From an optimization exercise on the open Yosys and OpenROAD flow, aimed at small area; shortcuts taken in it are not production practice. The RTL was checked by simulation tests, not by an equivalence proof against the original design. No driver is modelled on the clock port, so clock power and skew are understated where the tree is cut down; a real chip needs a root buffer or a tree. Power is estimated from default activity; no workload was simulated.

==> module UART, before the edit <==
module UART (
    input        rst,
    input        clk,
    input        pop,       
    input  [2:0] code,      
    output       ready,
    output       tx
);
    localparam [13:0] PV = 14'h200a;    
    reg  [13:0] vt;
    wire [13:0] v = vt ^ PV;
    wire baud = (v == 14'h0E53);
    always @(posedge clk) begin
        if (rst)       vt <= 14'd0 ^ PV;
        else if (baud) vt <= 14'd1 ^ PV;
        else           vt <= {v[12:0], ~(v[13] ^ v[12])} ^ PV;
    end
    localparam [3:0] PU = 4'h1;          
    reg  [3:0] ut;
    wire [3:0] u = ut ^ PU;
    reg  [3:0] u_n;
    reg  [2:0] cd;
    always @* begin
        if (rst) u_n = 4'd0;
        else case (u)
            4'd0:  u_n = pop ? 4'd1 : 4'd0;
            4'd1:  u_n = 4'd2;
            4'd2:  u_n = baud ? 4'd3 : 4'd2;
            4'd3:  u_n = baud ? 4'd4 : 4'd3;
            4'd4:  u_n = baud ? 4'd5 : 4'd4;
            4'd5:  u_n = baud ? 4'd6 : 4'd5;
            4'd6:  u_n = baud ? 4'd7 : 4'd6;
            4'd7:  u_n = baud ? 4'd8 : 4'd7;
            4'd8:  u_n = baud ? 4'd9 : 4'd8;
            4'd9:  u_n = baud ? 4'd10 : 4'd9;
            4'd10: u_n = baud ? 4'd11 : 4'd10;
            4'd11: u_n = baud ? 4'd12 : 4'd11;
            default: u_n = 4'd0;
        endcase
    end
    always @(posedge clk) begin
        ut <= u_n ^ PU;
        if (u == 4'd0 && pop) cd <= code;
    end
    assign ready = (u == 4'd0) | (u == 4'd1);
    wire [3:0] d = (cd == 3'd5) ? 4'd8 : {1'b0, cd};
    reg txr;
    always @* case (u)
        4'd3:  txr = 1'b0;           
        4'd4:  txr = d[0];
        4'd5:  txr = d[1];
        4'd6:  txr = d[2];
        4'd7:  txr = d[3];
        4'd8, 4'd9, 4'd10, 4'd11: txr = 1'b0;
        default: txr = 1'b1;         
    endcase
    assign tx = txr;
endmodule
==> module TopGlove, before the edit <==
module TopGlove (
    input clk,
    input rst,
    input [1:0] sw,
    input btn_up,
    input btn_down,
    input btn_left,
    input btn_center,
    output gyro_cs,
    output gyro_sclk,
    output gyro_mosi,
    input  gyro_miso,
    output reg [15:0] LED,
    input       master_rts,
    output      master_rx,
    input       master_tx,
    output      master_cts
);
    wire up_p, down_p, left_p, center_p;
    DebouncePulse db_up(.clk(clk), .in(btn_up), .out(up_p));
    DebouncePulse db_down(.clk(clk), .in(btn_down), .out(down_p));
    DebouncePulse db_left(.clk(clk), .in(btn_left), .out(left_p));
    DebouncePulse db_center(.clk(clk), .in(btn_center), .out(center_p));
    assign master_cts = 0;
    wire [15:0] data_x, data_y, data_z;
    wire valid, update;
    PmodGYRO pgyro0 (
        .rst   (rst),
        .clk   (clk),
        .cs    (gyro_cs),
        .sclk  (gyro_sclk),
        .mosi  (gyro_mosi),
        .miso  (gyro_miso),
        .data_x(data_x),
        .data_y(data_y),
        .data_z(data_z),
        .valid (valid),
        .update(update)
    );
    reg [2:0] buffer [0:3];
    reg [1:0] head, tail;
    wire [1:0] head_inc = {head[0], ~head[1]};
    wire [1:0] tail_inc = {tail[0], ~tail[1]};
    reg       tb;       
    wire ready;
    wire pop = ready && !master_rts && head != tail;
    UART master (
        .rst  (rst),
        .clk  (clk),
        .pop  (pop),
        .code (buffer[head]),
        .ready(ready),
        .tx   (master_rx)
    );
    wire notfull = (tail == 2'b10) || (tail_inc != head);
    wire [4:0] g = tb ? data_z[15:11] : data_y[15:11];
    wire g_neg = g[4] & ~&g[3:0];    
    wire g_pos = ~g[4] & |g[3:1];    
    reg       push;
    reg [2:0] wcode;
    always @* begin
        push = 1'b1;
        if (left_p)        wcode = 3'd4;
        else if (center_p) wcode = 3'd5;
        else if (up_p)     wcode = 3'd6;
        else if (down_p)   wcode = 3'd7;
        else begin
            wcode = {1'b0, ~tb, g_pos};
            push  = update & (g_neg | g_pos);
        end
    end
    always @(posedge clk) begin
        if (notfull && push)
            buffer[tail] <= wcode;
        if (rst) begin
            head <= 0;
            tail <= 0;
            tb   <= 0;
        end else begin
            if (pop)
                head <= head_inc;
            if (notfull && push)
                tail <= tail_inc;
            if (!notfull)
                tb <= 0;
            else if (!(left_p | center_p | up_p | down_p) && update)
                tb <= ~tb;
        end
    end
    wire sel_x = valid & ~sw[1] & ~sw[0];
    wire sel_y = valid & ~sw[1] & sw[0];
    wire sel_z = valid & sw[1];
    always @*
        LED = ({16{sel_x}} & data_x) | ({16{sel_y}} & data_y) | ({16{sel_z}} & data_z);
endmodule
export LEC_CHECK = 0
export CAP_MARGIN = 20
export CORE_MARGIN = 2
export CORE_UTILIZATION = 40
export CTS_BUF_LIST = sky130_fd_sc_hd__clkbuf_8
export SLEW_MARGIN = 20
create_clock -name core_clock -period 10.0 [get_ports {clk}]
standard.sh (not shown) runs the stock make flow with config.mk's settings and CLKGATE_MAP_FILE= SYNTH_SCRIPT=/design/flow/synth_recipe.tcl, a recipe that flattens the netlist after the stock synthesis.
==> flow/flow/run.sh <==
#!/bin/bash
# The standard layout, with these changes:
#  - synthesis maps logic with an area-oriented ABC script (flow/area.abc)
#    in place of ORFS's speed script; everything else in synthesis is as
#    standard.sh runs it. Should ABC fail on it, synthesis is rerun with
#    flow/area_safe.abc, the same mapping without the don't-care passes;
#  - port buffers are sky130_fd_sc_hd__buf_1;
#  - the clock tree is built by flow/cts_tree.tcl (a root buffer driving
#    leaf buffers of at most CTS_TREE_MAX_SINKS flip-flops each) in place
#    of TritonCTS.
# Each step's full output is in the ORFS logs under orfs/logs; the make
# output of each call is in synth.log, synth_safe.log and standard.log.
set -uo pipefail
export CTS_TREE_NET=clk CTS_TREE_MAX_SINKS=19 CTS_TREE_LEAF=sky130_fd_sc_hd__clkbuf_8 CTS_TREE_ROOT=sky130_fd_sc_hd__clkbuf_4
W=$(pwd)
make_synth_script() {  # $1 = ABC script, $2 = output name
  sed "s#^  log_cmd abc {\*}\$abc_args#  set abc_args [lreplace \$abc_args 1 1 $1]\n  log_cmd abc {*}\$abc_args#" \
    "$FLOW_HOME/scripts/synth.tcl" > "$W/synth_$2.tcl"
  sed "s#source \$::env(SCRIPTS_DIR)/synth.tcl#source $W/synth_$2.tcl#" synth_recipe.tcl > "$W/synth_recipe_$2.tcl"
}
make_synth_script "$W/flow/area.abc" area
make_synth_script "$W/flow/area_safe.abc" safe
S="$W/synth_recipe_area.tcl"
if ! bash standard.sh "SYNTH_SCRIPT=$S" synth > synth.log 2>&1; then
  S="$W/synth_recipe_safe.tcl"
  bash standard.sh "SYNTH_SCRIPT=$S" synth > synth_safe.log 2>&1 || exit 1
fi
bash standard.sh "SYNTH_SCRIPT=$S" \
  "BUFFER_PORTS_ARGS=-buffer_cell sky130_fd_sc_hd__buf_1" \
  "PRE_CTS_TCL=$W/flow/cts_tree.tcl" \
  finish > standard.log 2>&1
Other scripts of this flow, unchanged in this note and not shown: flow/flow/area.abc, flow/flow/area_safe.abc, flow/flow/cts_tree.tcl
Edit:
--- a/flow/design.v
+++ b/flow/design.v
@@ -19,11 +19,11 @@
     input        pop,       
     input  [2:0] code,      
     output       ready,
     output       tx
 );
-    localparam [13:0] PV = 14'h200a;    
+    localparam [13:0] PV = 14'h200e;    
     reg  [13:0] vt;
     wire [13:0] v = vt ^ PV;
     wire baud = (v == 14'h0E53);
     always @(posedge clk) begin
         if (rst)       vt <= 14'd0 ^ PV;
@@ -218,22 +218,22 @@
         .data_y(data_y),
         .data_z(data_z),
         .valid (valid),
         .update(update)
     );
-    reg [2:0] buffer [0:3];
+    reg [2:0] q0, q1, q2;
     reg [1:0] head, tail;
     wire [1:0] head_inc = {head[0], ~head[1]};
     wire [1:0] tail_inc = {tail[0], ~tail[1]};
     reg       tb;       
     wire ready;
     wire pop = ready && !master_rts && head != tail;
     UART master (
         .rst  (rst),
         .clk  (clk),
         .pop  (pop),
-        .code (buffer[head]),
+        .code (q0),
         .ready(ready),
         .tx   (master_rx)
     );
     wire notfull = (tail == 2'b10) || (tail_inc != head);
     wire [4:0] g = tb ? data_z[15:11] : data_y[15:11];
@@ -250,13 +250,25 @@
         else begin
             wcode = {1'b0, ~tb, g_pos};
             push  = update & (g_neg | g_pos);
         end
     end
-    always @(posedge clk) begin
-        if (notfull && push)
-            buffer[tail] <= wcode;
+    wire [1:0] hb = {head[1], head[1] ^ head[0]};    
+    wire [1:0] tl = {tail[1], tail[1] ^ tail[0]};
+    wire [1:0] n  = tl - hb;
+    wire       we = notfull && push;
+    wire [1:0] wpos = pop ? n - 2'd1 : n;
+    always @(posedge clk) begin
+        if (pop) begin
+            q0 <= (we && wpos == 2'd0) ? wcode : q1;
+            q1 <= (we && wpos == 2'd1) ? wcode : q2;
+            if (we && wpos == 2'd2) q2 <= wcode;
+        end else begin
+            if (we && wpos == 2'd0) q0 <= wcode;
+            if (we && wpos == 2'd1) q1 <= wcode;
+            if (we && wpos == 2'd2) q2 <= wcode;
+        end
         if (rst) begin
             head <= 0;
             tail <= 0;
             tb   <= 0;
         end else begin
Effect: Hold slack loses 0.0046 ns. Global-route usage drops by 0.33 points. Sequential share of layout area shrinks by 1.1 points. Routed wire length falls by 2.0%. Clock skew is about the same. Register-to-register slack degrades by 0.02 ns. Final area went down by 0.37%. Die area drops by 0.41%. Core utilization falls by 0.17 points. Flip-flop and latch count fell by 3.
In every run of this note, the design's own scripts or RTL, not TritonCTS, make the clock network.

* * *

Another version of the RTL of TopGlove (not shown whole).
Size: about 480 cells after synthesis.
==> module PmodGYRO, before the edit <==
module PmodGYRO (
	input rst,
	input clk,
	output reg cs,
	output     sclk,
	output reg mosi,
	input      miso,
	output [15:0] data_x,
	output [15:0] data_y,
	output [15:0] data_z,
	output        valid,
	output        update
);
	reg  [7:0] c;
	reg  [8:0] h;
	reg  [2:0] b;
	reg  [1:0] ph;
	reg [38:0] sr;
	reg [47:0] xyz;
	reg        vld;
	wire run    = &ph;
	wire fin    = cs | (c[7] & c[6]);
	wire last   = run ? (b == 3'd6) : (b == 3'd1);    
	wire sample = c[3:0] == 4'd7;                    
	wire e      = c[7] & c[1] & (fin ? (b[2] & c[6]) : c[3]);
	reg  [7:0] c_n;
	reg  [2:0] b_n;
	reg  [1:0] ph_n;
	always @* begin
		c_n  = c;
		b_n  = b;
		ph_n = ph;
		if (rst) begin
			c_n  = 8'hC1;
			b_n  = 3'd5;
			ph_n = 2'd0;
		end else if (e) begin
			c_n = 8'd10;
			if (fin) begin
				b_n = 3'd0;
				if (!run && !b[0]) ph_n = ph + 2'd1;
			end else if (last) begin
				b_n = 3'd0;
				c_n = 8'hC2;
			end else
				b_n = b + 3'd1;
		end else begin
			c_n = c + 8'd1;
			if (fin && (&c) && (&h)) b_n = b + 3'd1;
		end
	end
	wire       h_en = fin ? ~e : (sample | e & last);
	wire [8:0] h_d  = fin ? h + {8'd0, &c} : (e ? 9'd0 : {h[7:0], miso});
	always @(posedge clk) begin
		c  <= c_n;
		b  <= b_n;
		ph <= ph_n;
		if (h_en)
			h <= h_d;
		cs <= rst | (fin & ~e);
	end
	wire load = run & ~fin & e & last;
	assign update = run & fin & ~cs;
	reg nb;
	wire [2:0] bi = run ? ((b == 3'd0) ? 3'd4 : 3'd5) : {1'b0, ph + b[1:0]};
	always @* case ({bi, c[6:4]})
		6'd2: nb = 1'b1;
		6'd12: nb = 1'b1;
		6'd13: nb = 1'b1;
		6'd14: nb = 1'b1;
		6'd15: nb = 1'b1;
		6'd18: nb = 1'b1;
		6'd21: nb = 1'b1;
		6'd27: nb = 1'b1;
		6'd32: nb = 1'b1;
		6'd33: nb = 1'b1;
		6'd34: nb = 1'b1;
		6'd36: nb = 1'b1;
		default: nb = 1'b0;
	endcase
	always @(posedge clk) begin
		if (rst)
			mosi <= 1'b0;
		else if (!fin && c[3:0] == 4'd15)
			mosi <= nb;
	end
	assign sclk = fin | c[3];
	always @(posedge clk)
		if (sample)
			sr <= {sr[37:0], h[8]};
	wire [47:0] ch = {sr, h};
	always @(posedge clk) begin
		if (load)
			xyz <= {ch[7:0], ch[15:8], ch[23:16], ch[31:24], ch[39:32], ch[47:40]};
		if (rst)
			vld <= 1'b0;
		else if (load)
			vld <= 1'b1;
	end
	assign data_z = xyz[47:32];
	assign data_y = xyz[31:16];
	assign data_x = xyz[15:0];
	assign valid  = vld;
endmodule
clock: 10.0 ns
lec_check: 0
cap_margin: 20
core_margin: 2
core_utilization: 40
cts_buf_list: sky130_fd_sc_hd__clkbuf_8
slew_margin: 20
==> flow/flow/run.sh <==
#!/bin/bash
# The standard layout, with these changes:
#  - synthesis maps logic with an area-oriented ABC script (flow/area.abc)
#    in place of ORFS's speed script; everything else in synthesis is as
#    standard.sh runs it. Should ABC fail on it, synthesis is rerun with
#    flow/area_safe.abc, the same mapping without the don't-care passes;
#  - port buffers are sky130_fd_sc_hd__buf_1;
#  - the clock tree is built by flow/cts_tree.tcl (a root buffer driving
#    leaf buffers of at most CTS_TREE_MAX_SINKS flip-flops each) in place
#    of TritonCTS.
# Each step's full output is in the ORFS logs under orfs/logs; the make
# output of each call is in synth.log, synth_safe.log and standard.log.
set -uo pipefail
export CTS_TREE_NET=clk CTS_TREE_MAX_SINKS=18 CTS_TREE_LEAF=sky130_fd_sc_hd__clkbuf_8 CTS_TREE_ROOT=sky130_fd_sc_hd__clkbuf_4
W=$(pwd)
make_synth_script() {  # $1 = ABC script, $2 = output name
  sed "s#^  log_cmd abc {\*}\$abc_args#  set abc_args [lreplace \$abc_args 1 1 $1]\n  log_cmd abc {*}\$abc_args#" \
    "$FLOW_HOME/scripts/synth.tcl" > "$W/synth_$2.tcl"
  sed "s#source \$::env(SCRIPTS_DIR)/synth.tcl#source $W/synth_$2.tcl#" synth_recipe.tcl > "$W/synth_recipe_$2.tcl"
}
make_synth_script "$W/flow/area.abc" area
make_synth_script "$W/flow/area_safe.abc" safe
S="$W/synth_recipe_area.tcl"
if ! bash standard.sh "SYNTH_SCRIPT=$S" synth > synth.log 2>&1; then
  S="$W/synth_recipe_safe.tcl"
  bash standard.sh "SYNTH_SCRIPT=$S" synth > synth_safe.log 2>&1 || exit 1
fi
bash standard.sh "SYNTH_SCRIPT=$S" \
  "BUFFER_PORTS_ARGS=-buffer_cell sky130_fd_sc_hd__buf_1" \
  "PRE_CTS_TCL=$W/flow/cts_tree.tcl" \
  finish > standard.log 2>&1
Other scripts of this flow, unchanged in this note and not shown: flow/flow/area.abc, flow/flow/area_safe.abc, flow/flow/cts_tree.tcl
Then changed:
--- a/flow/design.v
+++ b/flow/design.v
@@ -83,54 +83,54 @@
 	output [15:0] data_z,
 	output        valid,
 	output        update
 );
-	reg  [7:0] c;
-	reg  [8:0] h;
-	reg  [2:0] b;
-	reg  [1:0] ph;
-	reg [38:0] sr;
+	localparam [16:0] PC = 17'h00000;
+	localparam [2:0]  PB = 3'h0;
+	localparam [1:0]  PP = 2'h0;
+	reg [16:0] ct;
+	reg  [2:0] bt;
+	reg  [1:0] pt;
+	wire [16:0] c  = ct ^ PC;
+	wire  [2:0] b  = bt ^ PB;
+	wire  [1:0] ph = pt ^ PP;
+	reg [47:0] sr;
 	reg [47:0] xyz;
 	reg        vld;
-	wire run    = &ph;
-	wire fin    = cs | (c[7] & c[6]);
-	wire last   = run ? (b == 3'd6) : (b == 3'd1);    
-	wire sample = c[3:0] == 4'd7;                    
-	wire e      = c[7] & c[1] & (fin ? (b[2] & c[6]) : c[3]);
-	reg  [7:0] c_n;
+	wire run  = &ph;
+	wire fin  = cs | c[8];
+	wire last = run ? (b == 3'd6) : (b == 3'd1);    
+	wire e    = c[3] & c[1] & (fin ? (b[2] & c[8]) : c[7]);
+	reg [16:0] c_n;
 	reg  [2:0] b_n;
 	reg  [1:0] ph_n;
 	always @* begin
 		c_n  = c;
 		b_n  = b;
 		ph_n = ph;
 		if (rst) begin
-			c_n  = 8'hC1;
-			b_n  = 3'd5;
+			c_n  = 17'h10109;
+			b_n  = 3'd4;
 			ph_n = 2'd0;
 		end else if (e) begin
-			c_n = 8'd10;
+			c_n = 17'd10;
 			if (fin) begin
 				b_n = 3'd0;
-				if (!run && !b[0]) ph_n = ph + 2'd1;
+				if (!run && !c[16]) ph_n = ph + 2'd1;
 			end else if (last) begin
 				b_n = 3'd0;
-				c_n = 8'hC2;
+				c_n = 17'h10A;
 			end else
 				b_n = b + 3'd1;
 		end else begin
-			c_n = c + 8'd1;
-			if (fin && (&c) && (&h)) b_n = b + 3'd1;
+			c_n = c + 17'd1;
+			if (fin && (&c)) b_n = b + 3'd1;
 		end
 	end
-	wire       h_en = fin ? ~e : (sample | e & last);
-	wire [8:0] h_d  = fin ? h + {8'd0, &c} : (e ? 9'd0 : {h[7:0], miso});
 	always @(posedge clk) begin
-		c  <= c_n;
-		b  <= b_n;
-		ph <= ph_n;
-		if (h_en)
-			h <= h_d;
+		ct <= c_n ^ PC;
+		bt <= b_n ^ PB;
+		pt <= ph_n ^ PP;
 		cs <= rst | (fin & ~e);
 	end
 	wire load = run & ~fin & e & last;
 	assign update = run & fin & ~cs;
@@ -158,14 +158,13 @@
 			mosi <= nb;
 	end
 	assign sclk = fin | c[3];
 	always @(posedge clk)
-		if (sample)
-			sr <= {sr[37:0], h[8]};
-	wire [47:0] ch = {sr, h};
+		if (c[3:0] == 4'd7)
+			sr <= {sr[46:0], miso};
 	always @(posedge clk) begin
 		if (load)
-			xyz <= {ch[7:0], ch[15:8], ch[23:16], ch[31:24], ch[39:32], ch[47:40]};
+			xyz <= {sr[7:0], sr[15:8], sr[23:16], sr[31:24], sr[39:32], sr[47:40]};
 		if (rst)
 			vld <= 1'b0;
 		else if (load)
 			vld <= 1'b1;
Total power goes down by about 15%.
Die area rose by 0.99%.
Register-to-register slack gains 0.04 ns.
Clock power goes up by about 1%.
Global-route usage falls by 0.91 points.
Final cell count is lower by about 0.4%.
Worst setup slack gets worse by 0.11 ns.
Maximum frequency came out lower by 1.9%.
No run of this note takes its clock network from TritonCTS; it comes from the design's own scripts or RTL.

==> afterwards: timing with drivers on the ports <==
In the flow no input, the clock included, has a driving cell. The finished layouts below were timed again as built, in two steps. Step 1 assumes that a clkbuf_16 drives the clock port and a buf_2 every other input. Step 2 also shifts input and output timing later by t, the mid clock arrival at the registers, as if the neighbouring blocks saw the same clock. a / b / c = ideal ports / drivers / drivers and shift; a / b = the first two.
| run | shift t [ns] | setup WS [ns] | hold WS [ns] | worst slew at a driven data input, ns |
|---|---|---|---|---|
| the first run of note 1 | 0.544 | 4.529 / 4.498 / 4.498 | 0.396 / 0.396 / 0.396 | 0.04 |
| the second run of note 1 | 0.532 | 4.498 / 4.470 / 4.470 | 0.391 / 0.391 / 0.391 | 0.04 |
| the first run of note 2 | 0.553 | 4.505 / 4.476 / 4.476 | 0.388 / 0.388 / 0.388 | 0.03 |
| the second run of note 2 | 0.554 | 4.399 / 4.346 / 4.346 | 0.394 / 0.394 / 0.394 | 0.05 |
After both steps setup and hold are still met in every run listed. The setup slack of the second run of note 2, which loses most, moves by -0.053 ns with the drivers and by -0.053 ns with both steps.
